This is an optimization exercise on Yosys and OpenROAD, whose aim is small area, not a production implementation.
Function was checked by simulation only, so behaviour that the tests miss may differ from the original.
Power is estimated from default activity; no workload was simulated.

Setup of v52:
==> flow/design.v <==
module bp_dec5 (
    input  [4:0]  a,
    output [31:0] y
);
assign y = 32'd1 << a;
endmodule
module bp_aoi3 (
    input  [2:0] s,
    input  [2:0] d,
    output       y
);
assign y = ~|(s & d);
endmodule
module bp_aoi2 (
    input  [1:0] s,
    input  [1:0] d,
    output       y
);
assign y = ~|(s & d);
endmodule
module bp_ao32 (
    input  [31:0] s,
    input  [31:0] d,
    output        q
);
wire [10:0] n;
genvar g;
generate
    for (g = 0; g < 10; g = g + 1) begin : g_t
        bp_aoi3 u_t (.s(s[3*g +: 3]), .d(d[3*g +: 3]), .y(n[g]));
    end
endgenerate
bp_aoi2 u_l (.s(s[31:30]), .d(d[31:30]), .y(n[10]));
assign q = ~&n;
endmodule
module bp_bht_upd (
    input  [1:0] q,
    input        lo,
    input        hi,
    input  [1:0] hn,
    output [1:0] d
);
wire ns = ~(lo & hi);
assign d = (q & {2{ns}}) | ({2{lo}} & hn);
endmodule
module tb_dp (
    clk,
    rst_n,
    in_fetch_pc,
    in_fetch_nop,
    in_exe_pc,
    in_exe_nop,
    in_exe_branch_taken,
    in_exe_branch_offset,
    out_pc_offset,
    out_fetch_branch_taken
);
input clk;
input rst_n;
input in_fetch_nop;
input [31:0] in_fetch_pc;
input in_exe_nop;
input [31:0] in_exe_pc;
input in_exe_branch_taken;
input [31:0] in_exe_branch_offset;
output [31:0] out_pc_offset;
output out_fetch_branch_taken;
reg [1:0]  bht_entry [0:127];
reg [31:0] btb_entry [0:31];
reg [24:0] btb_tag   [0:31];
wire upd   = !in_exe_nop;
wire taken = in_exe_branch_taken;
wire [31:0] f_dec;
bp_dec5 u_fdec (.a(in_fetch_pc[6:2]), .y(f_dec));
wire [31:0] rd_tgt;
wire [24:0] rd_tag;
wire [3:0]  rd_bht;
genvar i, b;
generate
    for (b = 0; b < 32; b = b + 1) begin : g_rtgt
        wire [31:0] col;
        for (i = 0; i < 32; i = i + 1) begin : g_c
            assign col[i] = btb_entry[i][b];
        end
        bp_ao32 u_ao (.s(f_dec), .d(col), .q(rd_tgt[b]));
    end
    for (b = 0; b < 25; b = b + 1) begin : g_rtag
        wire [31:0] col;
        for (i = 0; i < 32; i = i + 1) begin : g_c
            assign col[i] = btb_tag[i][b];
        end
        bp_ao32 u_ao (.s(f_dec), .d(col), .q(rd_tag[b]));
    end
    for (b = 0; b < 4; b = b + 1) begin : g_rbht
        wire [31:0] col;
        for (i = 0; i < 32; i = i + 1) begin : g_c
            assign col[i] = bht_entry[b*32+i][1];
        end
        bp_ao32 u_ao (.s(f_dec), .d(col), .q(rd_bht[b]));
    end
endgenerate
assign out_pc_offset = rd_tgt;
assign out_fetch_branch_taken = rd_bht[in_fetch_pc[8:7]] && (rd_tag == in_fetch_pc[31:7]);
wire [31:0] e_dec;
bp_dec5 u_edec (.a(in_exe_pc[6:2]), .y(e_dec));
wire [7:0] e_grp;
generate
    for (b = 0; b < 8; b = b + 1) begin : g_ebht
        wire [31:0] col;
        for (i = 0; i < 32; i = i + 1) begin : g_c
            assign col[i] = bht_entry[(b>>1)*32+i][b&1];
        end
        bp_ao32 u_ao (.s(e_dec), .d(col), .q(e_grp[b]));
    end
endgenerate
wire [1:0] e_cnt = {e_grp[{in_exe_pc[8:7], 1'b1}], e_grp[{in_exe_pc[8:7], 1'b0}]};
wire [1:0] e_nxt = taken ? ((e_cnt == 2'b11) ? e_cnt : e_cnt + 2'b01)
                         : ((e_cnt == 2'b00) ? e_cnt : e_cnt - 2'b01);
wire [3:0] e_hi = {4{upd}} & (4'd1 << in_exe_pc[8:7]);
generate
    for (i = 0; i < 128; i = i + 1) begin : g_bht
        wire [1:0] d;
        bp_bht_upd u_upd (.q(bht_entry[i]), .lo(e_dec[i%32]), .hi(e_hi[i/32]),
                          .hn({2{e_hi[i/32]}} & e_nxt), .d(d));
        always @(posedge clk or negedge rst_n) begin
            if (!rst_n)
                bht_entry[i] <= 2'b00;
            else
                bht_entry[i] <= d;
        end
    end
    for (i = 0; i < 32; i = i + 1) begin : g_btb
        always @(posedge clk) begin
            if (upd && taken && e_dec[i]) begin
                btb_entry[i] <= in_exe_branch_offset;
                btb_tag[i]   <= in_exe_pc[31:7];
            end
        end
    end
endgenerate
endmodule
clock: 10.0 ns
lec_check: 0
cap_margin: 20
core_margin: 2
core_utilization: 70
place_density: 0.9
setup_slack_margin: 0.1
slew_margin: 20
synth_hierarchical: 1
standard.sh (not shown) runs the stock make flow with config.mk's settings and CLKGATE_MAP_FILE= SYNTH_SCRIPT=/design/flow/synth_recipe.tcl, a recipe that flattens the netlist after the stock synthesis.
==> flow/flow/run.sh <==
#!/bin/bash
# Own layout flow: the standard flow (standard.sh) from synthesis to the
# final layout, with two changes passed to ORFS through its environment:
#  - port buffers use the smallest buffer cell (every port still gets one);
#  - clock tree synthesis uses clkbuf_8 only, at most 17 sinks per leaf buffer and no
#    dummy loads, which makes the clock tree much smaller.
# Each make/openroad run writes its own logs under orfs/logs; the full make
# output also goes to flow_make.log in the work folder.
set -euo pipefail
export BUFFER_PORTS_ARGS="-buffer_cell sky130_fd_sc_hd__buf_1"
export CTS_ARGS="-sink_clustering_enable -repair_clock_nets -dont_use_dummy_load -buf_list sky130_fd_sc_hd__clkbuf_8 -sink_clustering_size 17 -sink_clustering_max_diameter 60"
bash standard.sh > flow_make.log 2>&1
v52: done, clean on timing, DRC and antenna
For v34, these inputs were changed with respect to v52:
Settings: PLACE_DENSITY: 0.9 -> unset; CORE_UTILIZATION: 70 -> 60.
==> flow/flow/run.sh <==
#!/bin/bash
# Own layout flow: the standard flow (standard.sh) from synthesis to the
# final layout, with two changes passed to ORFS through its environment:
#  - port buffers use the smallest buffer cell (every port still gets one);
#  - clock tree synthesis uses clkbuf_16 only, larger sink clusters and no
#    dummy loads, which makes the clock tree much smaller.
# Each make/openroad run writes its own logs under orfs/logs; the full make
# output also goes to flow_make.log in the work folder.
set -euo pipefail
export BUFFER_PORTS_ARGS="-buffer_cell sky130_fd_sc_hd__buf_1"
export CTS_ARGS="-sink_clustering_enable -repair_clock_nets -dont_use_dummy_load -buf_list sky130_fd_sc_hd__clkbuf_16 -sink_clustering_size 30 -sink_clustering_max_diameter 60"
bash standard.sh > flow_make.log 2>&1
[summary]
v34 does better than v52 on time the worst path needs with I/O delays and setup. Comparing v34 and v52, the higher total of clock buffers placed in the layout was measured on v52. The higher cell area of v34 and v52 is in v34. v34 vs v52, via count went down by 2990. In v34, transition at the pin with the smallest max-transition slack is lower than in v52. v52 has higher number of violations reported at the end of detailed-routing iteration 0 than v34. The effective utilization at floorplan of v34 falls short of that of v52 by 10 points. For the worst max-slew margin expressed relative to the limit, v34 came in 3.2 points higher than v52 did. Changes observed in v34 relative to v52: clock power share saw an increase; post-layout worst setup margin saw an increase. Between v52 and v34, the flow reports total power draw increasing by a little under 10%.
Setup changes, v34 to v41
Settings: setting CTS_BUF_LIST to sky130_fd_sc_hd__clkbuf_4 sky130_fd_sc_hd__clkbuf_8 for the first time.
==> flow/run.sh (new file) <==
#!/bin/bash
# synth_recipe.tcl (not shown) runs the flow's synth.tcl, then flattens the netlist and writes it again
# the make line also repeats each setting of config.mk as NAME=value (left out here)
make -C /OpenROAD-flow-scripts/flow DESIGN_CONFIG=/design/flow/config.mk WORK_HOME=/design/flow/orfs CLKGATE_MAP_FILE= SYNTH_SCRIPT=/design/flow/synth_recipe.tcl finish
removed: flow/flow/run.sh
removed: flow/standard.sh
--- outcome ---
v41 has completed all stages; timing, DRC and antenna checks passed. Final standard cell area without fillers (higher): v41. Relative to v34, part of the cycle the worst path needs increased by 10 points in v41. sky130_fd_sc_hd__nor4_1 as the cell with the largest stage delay on the worst path was reported by v41, and sky130_fd_sc_hd__nor4_2 by v34. Diff v34 -> v41 | clock network power share | increase of 6.8 points. As of v41, maximum frequency had fallen by more than 10% compared to v34. Between v34 and v41, layout-stage area growth over the synthesis result increased.
Changes in v20 relative to v41:
Settings: CTS_BUF_LIST no longer set, was sky130_fd_sc_hd__clkbuf_4 sky130_fd_sc_hd__clkbuf_8.
==> flow/flow/run.sh (new file) <==
#!/bin/bash
# Own layout flow: the standard flow (standard.sh) from synthesis to the
# final layout, with two changes passed to ORFS through its environment:
#  - port buffers use the smallest buffer cell (every port still gets one);
#  - clock tree synthesis uses clkbuf_8 only, at most 14 sinks per leaf buffer and no
#    dummy loads, which makes the clock tree much smaller.
# Each make/openroad run writes its own logs under orfs/logs; the full make
# output also goes to flow_make.log in the work folder.
set -euo pipefail
export BUFFER_PORTS_ARGS="-buffer_cell sky130_fd_sc_hd__buf_1"
export CTS_ARGS="-sink_clustering_enable -repair_clock_nets -dont_use_dummy_load -buf_list sky130_fd_sc_hd__clkbuf_8 -sink_clustering_size 14 -sink_clustering_max_diameter 60"
bash standard.sh > flow_make.log 2>&1
==> flow/standard.sh (new file) <==
#!/bin/bash
# synth_recipe.tcl (not shown) runs the flow's synth.tcl, then flattens the netlist and writes it again
# the make line also repeats each setting of config.mk as NAME=value (left out here)
make -C /OpenROAD-flow-scripts/flow DESIGN_CONFIG=/design/flow/config.mk WORK_HOME=/design/flow/orfs CLKGATE_MAP_FILE= SYNTH_SCRIPT=/design/flow/synth_recipe.tcl "${@:-finish}"
removed: flow/run.sh
## What came out
- v20 against v41; placed instance area is down slightly.
- Register fraction of the total cell area was higher in v20 than in v41.
- On v20: worst hold margin is 0.0081 ns higher than what v41 gave.
- Of v20 and v41, v41 shows the lower routed wire length, with v20 above it.
- Diff v41..v20 | number of sequential cells | unchanged
- Via count delta (v20 − v41): favourable
- Compared v20 vs v41, and stage delay of the slowest cell on the critical path is up in v20.

## re-timing with driven ports
The flow's constraints put no driver on any port. The routed layouts listed below were extracted and timed again, unchanged, in two steps. Step 1, drivers: a clkbuf_16 drives clk and a buf_2 each remaining input, both assumed. Step 2 moves the port delays by t, midway between the first and last clock arrival at a register: inputs arrive t later, outputs are due t later. That takes back most of the time a late clock gives input paths. Slacks: ideal / step 1 / step 2; pairs: ideal / step 1.
run	t (ns)	setup slack, ns	clock arrival spread, ns
v52	0.933	0.620 / 0.597 / 0.597	0.109 / 0.109
v34	0.848	1.688 / 1.555 / 1.555	0.076 / 0.077
v41	1.061	0.661 / 0.502 / 0.502	0.050 / 0.050
v20	0.962	1.510 / 1.386 / 1.386	0.098 / 0.098
After both steps every run listed still meets setup and hold. The setup slack of v41, which loses most, moves by -0.159 ns with the drivers and by -0.159 ns with both steps.
